Context: an optimization exercise on an open-source flow, tuned for small area and a short achievable clock period. The choices shown serve that exercise and are no tape-out recipe.
Where RTL was checked, it was by simulation tests only, not by an equivalence proof against the original.

==> job 2541 <==
## plastic_neuron
module plastic_neuron (
    input wire clk,
    input wire rst,
    input wire [15:0] input_signal,
    input wire [15:0] feedback_error,
    input wire enable_learning,
    output wire [31:0] output_signal
);
clock: 7.0 ns
lec_check: 0
cap_margin: 20
core_margin: 2
core_utilization: 40
setup_slack_margin: 3.0
slew_margin: 20
synth_hierarchical: 1
standard.sh (not shown) runs the stock make flow with config.mk's settings and CLKGATE_MAP_FILE= SYNTH_SCRIPT=/design/flow/synth_recipe.tcl, a recipe that flattens the netlist after the stock synthesis.
==> flow/flow/run.sh <==
#!/bin/bash
# Layout flow: the standard flow (standard.sh), with the standard
# synthesis unchanged, and the I/O port buffers made from the plain buffer
# family (buf_N) instead of the delay-buffer cells buffer_ports picks on its
# own, so that repair_timing can size them. Each step's output goes to its
# own log in this folder.
set -euo pipefail
bash standard.sh synth > synth.log 2>&1
bash standard.sh BUFFER_PORTS_ARGS="-buffer_cell sky130_fd_sc_hd__buf_1" finish > layout.log 2>&1
==> job 7522: changes against job 2541 <==
--- a/flow/flow/run.sh
+++ b/flow/flow/run.sh
@@ -6,4 +6,4 @@
 # own log in this folder.
 set -euo pipefail
 bash standard.sh synth > synth.log 2>&1
-bash standard.sh BUFFER_PORTS_ARGS="-buffer_cell sky130_fd_sc_hd__buf_1" finish > layout.log 2>&1
+bash standard.sh BUFFER_PORTS_ARGS="-buffer_cell sky130_fd_sc_hd__buf_4" finish > layout.log 2>&1
==> summary of the runs <==
In sequential cell count, job 2541 and job 7522 do not differ.
Between job 2541 and job 7522, the lower utilization is in job 2541 (gap 1.0 points).
In clock skew, job 2541 and job 7522 hardly differ.
Synthesized area is the same in job 7522 and job 2541.
Between job 2541 and job 7522, the lower critical path depth is in job 2541 (gap 1).
==> figures <==
                                                job 2541        job 7522
Register share of the cell area                   0.2105          0.2058
Detailed placement HPWL                         13.37 mm        13.50 mm
Final Core Density                                0.4435          0.4537
Resized cells post-CTS                                40              18
Post-route minimum period                       3.904 ns        3.817 ns
Final net count                                    1,009           1,010
Layout Area Growth over Synthesis                 9.251%          11.74%
WL per Instance                                 16.53 um        16.49 um
Run status                                finished clean  finished clean
Number of fillers in the final layout              1,990           1,970
Post-CTS Setup Bufs                                    7               9
Met1 Use GR                                       0.2429          0.2384

==> job 7826: inputs <==
plastic_neuron, a different RTL version from the one above (not shown whole).
export LEC_CHECK = 0
export CAP_MARGIN = 20
export CORE_MARGIN = 2
export CORE_UTILIZATION = 40
export SLEW_MARGIN = 20
create_clock -name core_clock -period 7.0 [get_ports {clk}]
run.sh (not shown) runs the stock make flow with config.mk's settings and CLKGATE_MAP_FILE= SYNTH_SCRIPT=/design/flow/synth_recipe.tcl, a recipe that flattens the netlist after the stock synthesis.
Stock flow here: none of the scripts above is used.
==> job 430 (differences from job 7826) <==
--- a/flow/design.v
+++ b/flow/design.v
@@ -798,15 +798,22 @@
   assign c378 = (pp118 & c322) | (pp118 & s323) | (c322 & s323);
   assign s379 = nb144 ^ c324;
   assign c380 = nb144 & c324;
   assign s381 = pp136 ^ pp135;
   assign c382 = pp136 & pp135;
   wire [31:0] pa = {c382, c380, c378, c376, c374, c372, c370, c368, c366, c364, c362, c360, c358, c356, c354, c352, c350, c348, c346, c344, c342, c340, c338, c336, c334, c332, c330, c328, c326, s325, pp2, neg0};
   wire [31:0] pb = {1'b1, s381, s379, s377, s375, s373, s371, s369, s367, s365, s363, s361, s359, s357, s355, s353, s351, s349, s347, s345, s343, s341, s339, s337, s335, s333, s331, s329, s327, pp18, 1'b0, pp1};
-  wire [31:0] prod = pa + pb;
-  reg [31:0] prod_q;
+  wire [6:0] lo_d = pa[5:0] + pb[5:0];
+  reg [6:0] lo_q;
+  reg [25:0] ha_q, hb_q;
   always @(posedge clk or posedge rst) begin
-    if (rst) prod_q <= 32'd0;
-    else prod_q <= prod;
+    if (rst) begin
+      ha_q <= 26'd0; hb_q <= 26'd0;
+      lo_q <= 7'd0;
+    end else begin
+      ha_q <= pa[31:6];
+      hb_q <= pb[31:6];
+      lo_q <= lo_d;
+    end
   end
-  assign output_signal = prod_q;
+  assign output_signal = {ha_q + hb_q + {25'd0, lo_q[6]}, lo_q[5:0]};
 endmodule
- SETUP_SLACK_MARGIN: unset -> 3.5
==> job 6825 (differences from job 7826) <==
--- a/flow/design.v
+++ b/flow/design.v
@@ -798,15 +798,22 @@
   assign c378 = (pp118 & c322) | (pp118 & s323) | (c322 & s323);
   assign s379 = nb144 ^ c324;
   assign c380 = nb144 & c324;
   assign s381 = pp136 ^ pp135;
   assign c382 = pp136 & pp135;
   wire [31:0] pa = {c382, c380, c378, c376, c374, c372, c370, c368, c366, c364, c362, c360, c358, c356, c354, c352, c350, c348, c346, c344, c342, c340, c338, c336, c334, c332, c330, c328, c326, s325, pp2, neg0};
   wire [31:0] pb = {1'b1, s381, s379, s377, s375, s373, s371, s369, s367, s365, s363, s361, s359, s357, s355, s353, s351, s349, s347, s345, s343, s341, s339, s337, s335, s333, s331, s329, s327, pp18, 1'b0, pp1};
-  wire [31:0] prod = pa + pb;
-  reg [31:0] prod_q;
+  wire [6:0] lo_d = pa[5:0] + pb[5:0];
+  reg [6:0] lo_q;
+  reg [25:0] ha_q, hb_q;
   always @(posedge clk or posedge rst) begin
-    if (rst) prod_q <= 32'd0;
-    else prod_q <= prod;
+    if (rst) begin
+      ha_q <= 26'd0; hb_q <= 26'd0;
+      lo_q <= 7'd0;
+    end else begin
+      ha_q <= pa[31:6];
+      hb_q <= pb[31:6];
+      lo_q <= lo_d;
+    end
   end
-  assign output_signal = prod_q;
+  assign output_signal = {ha_q + hb_q + {25'd0, lo_q[6]}, lo_q[5:0]};
 endmodule
==> qor summary <==
metric	job 6825	job 430	job 7826
Outcome	no timing/DRC/antenna violations	no timing/DRC/antenna violations	no timing/DRC/antenna violations
Setup repair after global routing missed its margin	false	true	false
Maximum clock rate	0.197 GHz	0.226 GHz	0.159 GHz
Full die area	0.0227 mm^2	0.0227 mm^2	0.0206 mm^2
Fraction of standard cell area that is sequential	19.1%	16.7%	13.0%
Portion of the post-synthesis area used by sequential elements	21.3%	21.3%	14.9%
Largest driver fanout on the critical path	5	5	11
Origin of the worst setup path	lo_q[6]$_DFF_PP0_	ha_q[0]$_DFF_PP0_	input_signal[8]
Clock-cell share of area	2.67%	2.73%	1.61%
Nature of the critical path startpoint	flop	flop	primary input
Total number of clock tree sinks	73	73	46
Capturing point of the worst reg2reg path	hb_q[12]$_DFF_PP0_	hb_q[10]$_DFF_PP0_	prod_q[26]$_DFF_PP0_
Register bit total from synthesis	73	73	46
Hold Crit Start	weight[6]$_DFFE_PP1P_	weight[14]$_DFFE_PP0P_	weight[14]$_DFFE_PP0P_
Weighted congestion at the end of routability-driven global placement	0.883	0.833	0.900
Post-route clock skew	7.52 ps	13.5 ps	11.7 ps
Iteration-0 DRC Markers	401	530	401
Placed Cells incl. Taps	1,168	1,167	1,123
Post-CTS setup buffers	0	55	0
Final cell utilization of the core	45.6%	52.7%	47.0%
Most common cell after layout, fill and taps aside	sky130_fd_sc_hd__xnor2_1	sky130_fd_sc_hd__inv_1	sky130_fd_sc_hd__xnor2_1
Placement-stage cell area	0.00936 mm^2	0.00964 mm^2	0.00874 mm^2
No run of this note included a check of the RTL's function; only the layout flow was run.

==> job 5891 <==
Another version of the RTL of plastic_neuron (not shown whole).
==> flow/design.v (excerpt) <==
module plastic_neuron (
    input wire clk,
    input wire rst,
    input wire [15:0] input_signal,
    input wire [15:0] feedback_error,
    input wire enable_learning,
    output wire [31:0] output_signal
);
==> flow/config.mk <==
export PLATFORM = sky130hd
export DESIGN_NAME = plastic_neuron
export DESIGN_NICKNAME = plastic_neuron
export VERILOG_FILES = /design/flow/design.v
export SDC_FILE = /design/flow/constraint.sdc
export NUM_CORES = 4
export LEC_CHECK = 0
export CAP_MARGIN = 5
export CORE_MARGIN = 2
export CORE_UTILIZATION = 40
export SETUP_SLACK_MARGIN = 3.0
export SLEW_MARGIN = 5
export SYNTH_HIERARCHICAL = 1
==> flow/constraint.sdc <==
create_clock -name core_clock -period 7.0 [get_ports {clk}]
set_input_delay 1.4000 -clock core_clock [delete_from_list [all_inputs] [get_ports {clk}]]
set_output_delay 1.4000 -clock core_clock [all_outputs]
set_load 0.01 [all_outputs]
standard.sh (not shown) runs the stock make flow with config.mk's settings and CLKGATE_MAP_FILE= SYNTH_SCRIPT=/design/flow/synth_recipe.tcl, a recipe that flattens the netlist after the stock synthesis.
==> flow/flow/run.sh <==
#!/bin/bash
# Layout flow: the standard flow (standard.sh), with the standard
# synthesis unchanged, and the I/O port buffers made from the plain buffer
# family (buf_N) instead of the delay-buffer cells buffer_ports picks on its
# own, so that repair_timing can size them. Each step's output goes to its
# own log in this folder.
set -euo pipefail
bash standard.sh synth > synth.log 2>&1
bash standard.sh BUFFER_PORTS_ARGS="-buffer_cell sky130_fd_sc_hd__buf_2" finish > layout.log 2>&1
==> job 2809 (differences from job 5891) <==
--- a/flow/config.mk
+++ b/flow/config.mk
@@ -10,3 +10,3 @@
 export CORE_UTILIZATION = 40
-export SETUP_SLACK_MARGIN = 3.0
+export SETUP_SLACK_MARGIN = 3.1
 export SLEW_MARGIN = 5
==> job 9768 (differences from job 5891) <==
--- a/flow/config.mk
+++ b/flow/config.mk
@@ -7,7 +7,8 @@
 export LEC_CHECK = 0
-export CAP_MARGIN = 5
+export CAP_MARGIN = 20
 export CORE_MARGIN = 2
 export CORE_UTILIZATION = 40
+export GPL_TIMING_DRIVEN = 1
 export SETUP_SLACK_MARGIN = 3.0
-export SLEW_MARGIN = 5
+export SLEW_MARGIN = 20
 export SYNTH_HIERARCHICAL = 1
==> qor summary <==
                                                                                  job 5891                 job 2809                 job 9768
Fin worst setup slack                                                              3.14 ns                  3.17 ns                  3.14 ns
Beginning of the worst register-to-register path                                 weight[3]                weight[5]                weight[3]
Routed Wire Length                                                                 19.7 mm                  20.2 mm                  19.7 mm
Final core utilization                                                               0.440                    0.448                    0.442
Run status                                                         complete, no violations  complete, no violations  complete, no violations
Post-layout min period                                                             3.86 ns                  3.83 ns                  3.86 ns
Post-route met1 wirelength                                                         8.49 mm                  8.45 mm                  8.73 mm
Clk tree area frac                                                                  0.0335                   0.0321                   0.0361
Detailed Place HPWL                                                                13.4 mm                  14.7 mm                  13.4 mm
Total via count after detailed routing                                                5988                     6054                     5943
Setup Crit Path Kind                                                    flop to output pin       flop to output pin    primary input to flop
Number of gates given a new drive strength after cts                                    20                       23                       17
GRT Overall Usage                                                                    0.184                    0.190                    0.185
Critical Path Stages                                                                    12                       12                        7
Buffers & Inverters on Critical Path                                                     3                        3                        1
Total inserted antenna cells                                                             0                        1                        0
Number of antenna violations at the first check in global routing                        0                        1                        0
Routing usage on met2                                                                0.302                    0.326                    0.310
Number of cells on the worst reg-to-reg path                                             8                        9                        8
Setup slack on the worst flop-to-flop path                                         3.16 ns                  3.28 ns                  3.17 ns
No functional check of the RTL was part of any run of this note.

==> trial 35: inputs <==
plastic_neuron, a different RTL version from the one above (not shown whole).
export LEC_CHECK = 0
export CAP_MARGIN = 20
export CORE_MARGIN = 2
export CORE_UTILIZATION = 65
export SETUP_SLACK_MARGIN = 3.0
export SLEW_MARGIN = 20
export SYNTH_HIERARCHICAL = 1
create_clock -name core_clock -period 7.0 [get_ports {clk}]
run.sh (not shown) runs the stock make flow with config.mk's settings and CLKGATE_MAP_FILE= SYNTH_SCRIPT=/design/flow/synth_recipe.tcl, a recipe that flattens the netlist after the stock synthesis.
Stock flow here: none of the scripts above is used.
==> inputs of build 47, as changes to trial 35 <==
--- a/flow/config.mk
+++ b/flow/config.mk
@@ -9,3 +9,4 @@
 export CORE_MARGIN = 2
-export CORE_UTILIZATION = 65
+export CORE_UTILIZATION = 40
+export CTS_BUF_LIST = sky130_fd_sc_hd__clkbuf_4 sky130_fd_sc_hd__clkbuf_8
 export SETUP_SLACK_MARGIN = 3.0
==> metrics.yaml <==
final_layout:
  syn_to_final_growth_pct: 17.8
  clk_share_pct: 2.99
  sh_seq_area_pct: 18.7
setup_path:
  r2r_start: "weight[5]"
  crit_buf_inv: 2
global_routing:
  grt_pass1_wl_um: 37700
  grtUsageMet2_pct: 56.1
outcome:
  status: "no timing/DRC/antenna violations"
sta:
  fin_crit_sh_pct: 60.1
clock_tree:
  cts_resized: 135
floorplan:
  fp.dieW_um: 118
placed_design:
  place.gp.congestion: 0.930
(the above is from trial 35)
==> metrics.yaml <==
outcome:
  status: "no timing/DRC/antenna violations"
global_routing:
  grt_pass1_wl_um: 35200
floorplan:
  fp.dieW_um: 149
final_layout:
  clk_share_pct: 2.19
  syn_to_final_growth_pct: 17.7
placed_design:
  place.gp.congestion: 0.875
setup_path:
  r2r_start: "weight[1]"
clock_tree:
  cts_resized: 152
(the above is from build 47)
Function was not checked in any run of this note: the RTL went through the layout flow alone.

==> trial 95 <==
Another version of the RTL of plastic_neuron (not shown whole).
export LEC_CHECK = 0
export CAP_MARGIN = 20
export CORE_MARGIN = 2
export CORE_UTILIZATION = 40
export SETUP_SLACK_MARGIN = 3.0
export SLEW_MARGIN = 20
export SYNTH_HIERARCHICAL = 1
create_clock -name core_clock -period 7.0 [get_ports {clk}]
==> inputs of build 1, as changes to trial 95 <==
==> flow/flow/run.sh (new file) <==
#!/bin/bash
# Layout flow: the standard flow (standard.sh), with the standard
# synthesis unchanged, and the I/O port buffers made from the plain buffer
# family (buf_N) instead of the delay-buffer cells buffer_ports picks on its
# own, so that repair_timing can size them. Each step's output goes to its
# own log in this folder.
set -euo pipefail
bash standard.sh synth > synth.log 2>&1
bash standard.sh BUFFER_PORTS_ARGS="-buffer_cell sky130_fd_sc_hd__buf_4" finish > layout.log 2>&1
==> flow/standard.sh (new file) <==
#!/bin/bash
# synth_recipe.tcl (not shown) runs the flow's synth.tcl, then flattens the netlist and writes it again
# the make line also repeats each setting of config.mk as NAME=value (left out here)
make -C /OpenROAD-flow-scripts/flow DESIGN_CONFIG=/design/flow/config.mk WORK_HOME=/design/flow/orfs CLKGATE_MAP_FILE= SYNTH_SCRIPT=/design/flow/synth_recipe.tcl "${@:-finish}"
removed: flow/run.sh
==> results.txt <==
|  | trial 95 | build 1 |
|---|---|---|
| Run status | no timing/DRC/antenna violations | no timing/DRC/antenna violations |
| Fraction of final layout cells sized beyond drive strength 1 | 0.290 | 0.311 |
| Final-layout clock buffer total | 10 | 9 |
| Post-cts gate resize count | 238 | 102 |
| Wirelength, routed | 27.2 mm | 26.6 mm |
| Via count of the first global-routing pass | 7,707 | 7,652 |
| Final #Nets | 1,189 | 1,174 |
| Maximum number of pins on one net before global-route repair | 81 | 63 |
| Worst min-delay path endpoint | weight[14]$_DFFE_PP0P_ | weight[8]$_DFFE_PP1P_ |
| Bufs w/o clock | 108 | 93 |
| Post-Place Cells | 1,307 | 1,308 |
| R2r setup slk | 3180 ps | 3120 ps |
No functional check of the RTL was part of any run of this note.

==> ember <==
plastic_neuron, a different RTL version from the one above (not shown whole).
Settings: LEC_CHECK=0, CAP_MARGIN=20, CORE_MARGIN=2, CORE_UTILIZATION=40, SETUP_SLACK_MARGIN=2.5, SLEW_MARGIN=20, SYNTH_HIERARCHICAL=1; clock period 7.0 ns.
Stock flow here: none of the scripts above is used.
==> inputs of pepper, as changes to ember <==
--- a/flow/design.v
+++ b/flow/design.v
@@ -691,17 +691,18 @@
       ha_q <= 26'd0; hb_q <= 26'd0;
       lo_q <= 7'd0;
     end else begin
       ha_q <= pa[31:6];
       hb_q <= pb[31:6];
       lo_q <= lo_d;
     end
   end
-  assign output_signal = {ha_q + hb_q + {25'd0, lo_q[6]}, lo_q[5:0]};
+  wire [26:0] hi_sum = {ha_q, lo_q[6]} + {hb_q, lo_q[6]};
+  assign output_signal = {hi_sum[26:1], lo_q[5:0]};
 endmodule
 module pn_fa (input wire a, input wire b, input wire c, output wire s, output wire co);
   assign s = a ^ b ^ c;
   assign co = (a & b) | (a & c) | (b & c);
 endmodule
 module pn_ha (input wire a, input wire b, output wire s, output wire co);
   assign s = a ^ b;
   assign co = a & b;
==> flow/config.mk (replaced) <==
export PLATFORM = sky130hd
export DESIGN_NAME = plastic_neuron
export DESIGN_NICKNAME = plastic_neuron
export VERILOG_FILES = /design/flow/design.v
export SDC_FILE = /design/flow/constraint.sdc
export NUM_CORES = 4
export LEC_CHECK = 0
export CAP_MARGIN = 20
export CORE_MARGIN = 2
export CORE_UTILIZATION = 40
export SETUP_SLACK_MARGIN = 3.0
export SLEW_MARGIN = 20
export SYNTH_HIERARCHICAL = 1
==> inputs of violet, as changes to ember <==
==> flow/config.mk (replaced) <==
export PLATFORM = sky130hd
export DESIGN_NAME = plastic_neuron
export DESIGN_NICKNAME = plastic_neuron
export VERILOG_FILES = /design/flow/design.v
export SDC_FILE = /design/flow/constraint.sdc
export NUM_CORES = 4
export LEC_CHECK = 0
export CAP_MARGIN = 20
export CORE_MARGIN = 2
export CORE_UTILIZATION = 40
export SETUP_SLACK_MARGIN = 3.0
export SLEW_MARGIN = 20
export SYNTH_HIERARCHICAL = 1
==> results.txt <==
Netlist Area Pre-Place: violet 8348 sq um; ember 8348 sq um; pepper 8411 sq um
Synthesized netlist cell count: violet 812; ember 812; pepper 831
Origin of the worst setup path: violet lo_q[6]$_DFF_PP0_; ember lo_q[6]$_DFF_PP0_; pepper ha_q[3]$_DFF_PP0_
Mean routed wirelength per cell: violet 19.05 microns; ember 18.22 microns; pepper 18.86 microns
Sequential cell area: violet 1852 sq um; ember 1839 sq um; pepper 1849 sq um
Total number of vias: violet 6122; ember 6013; pepper 6395
Basic-gate share of the synthesized area counting and, or, nand and nor cells: violet 0.07329; ember 0.07329; pepper 0.08494
Net count reported at finish: violet 1024; ember 1015; pepper 1054
Mean area per synthesized cell: violet 10.28 sq um; ember 10.28 sq um; pepper 10.12 sq um
CP Capture Point: violet output_signal[26]; ember output_signal[30]; pepper output_signal[29]
Synthesized net count: violet 1004; ember 1004; pepper 1023
Worst-path maximum fanout: violet 4; ember 4; pepper 3
Standard cell with the maximum stage delay on the critical path: violet fa_2; ember fa_2; pepper dfrtp_1
Number of gates given a new drive strength after cts: violet 132; ember 16; pepper 138
Proportion of synthesized area in mux cells: violet 0.002548; ember 0.002548; pepper 0.001190
Adder-cell share of the synthesized area: violet 0.3180; ember 0.3180; pepper 0.3148
RD Place Congestion: violet 0.8397; ember 0.8510; pepper 0.8753
Syn-to-layout area delta: violet 15.54%; ember 13.80%; pepper 18.09%
Outcome: violet finished clean; ember finished clean; pepper finished clean
Slew Limit Headroom: violet 0.3943; ember 0.3974; pepper 0.4040
Antenna violations before repair: violet 0; ember 1; pepper 0
Worst R2R Setup Slack: violet 3190 ps; ember 2720 ps; pepper 3130 ps
No functional check of the RTL was part of pepper.

## re-timing with driven ports
Ports are ideal in the flow. The routed layouts listed here were re-timed in OpenROAD.
Step 1: set_driving_cell puts a clkbuf_16 on clk and a buf_2 on each other input, an assumption about the parent block.
Step 2 also shifts input and output timing later by t, the mid clock arrival at the registers, as if the neighbouring blocks saw the same clock.
a / b / c = ideal / step 1 / step 2; a / b = the first two.
| run | shift t [ns] | setup WS [ns] | clock arrival spread, ns |
|---|---|---|---|
| job 2541 | 0.390 | 3.096 / 3.078 / 2.731 | 0.010 / 0.009 |
| job 7522 | 0.394 | 3.183 / 3.149 / 2.918 | 0.009 / 0.009 |
| job 7826 | 0.352 | 0.691 / 0.693 / 0.341 | 0.012 / 0.012 |
| job 430 | 0.387 | 2.579 / 2.538 / 2.925 | 0.014 / 0.015 |
| job 6825 | 0.388 | 1.930 / 1.887 / 2.059 | 0.008 / 0.008 |
| job 5891 | 0.397 | 3.145 / 3.099 / 2.800 | 0.014 / 0.013 |
| job 2809 | 0.385 | 3.170 / 3.129 / 2.828 | 0.005 / 0.005 |
| job 9768 | 0.389 | 3.142 / 3.108 / 2.765 | 0.009 / 0.009 |
| trial 35 | 0.381 | 2.794 / 2.752 / 2.688 | 0.011 / 0.011 |
| build 47 | 0.400 | 2.865 / 2.829 / 2.698 | 0.016 / 0.016 |
| trial 95 | 0.393 | 2.888 / 2.843 / 2.662 | 0.013 / 0.012 |
| build 1 | 0.390 | 2.951 / 2.909 / 3.117 | 0.016 / 0.016 |
| ember | 0.375 | 2.609 / 2.569 / 2.267 | 0.009 / 0.010 |
| pepper | 0.385 | 2.917 / 2.875 / 2.701 | 0.013 / 0.013 |
| violet | 0.382 | 2.782 / 2.743 / 2.716 | 0.015 / 0.015 |
After both steps every run listed still meets setup and hold. The setup slack of job 9768, which loses most, moves by -0.034 ns with the drivers and by -0.377 ns with both steps.
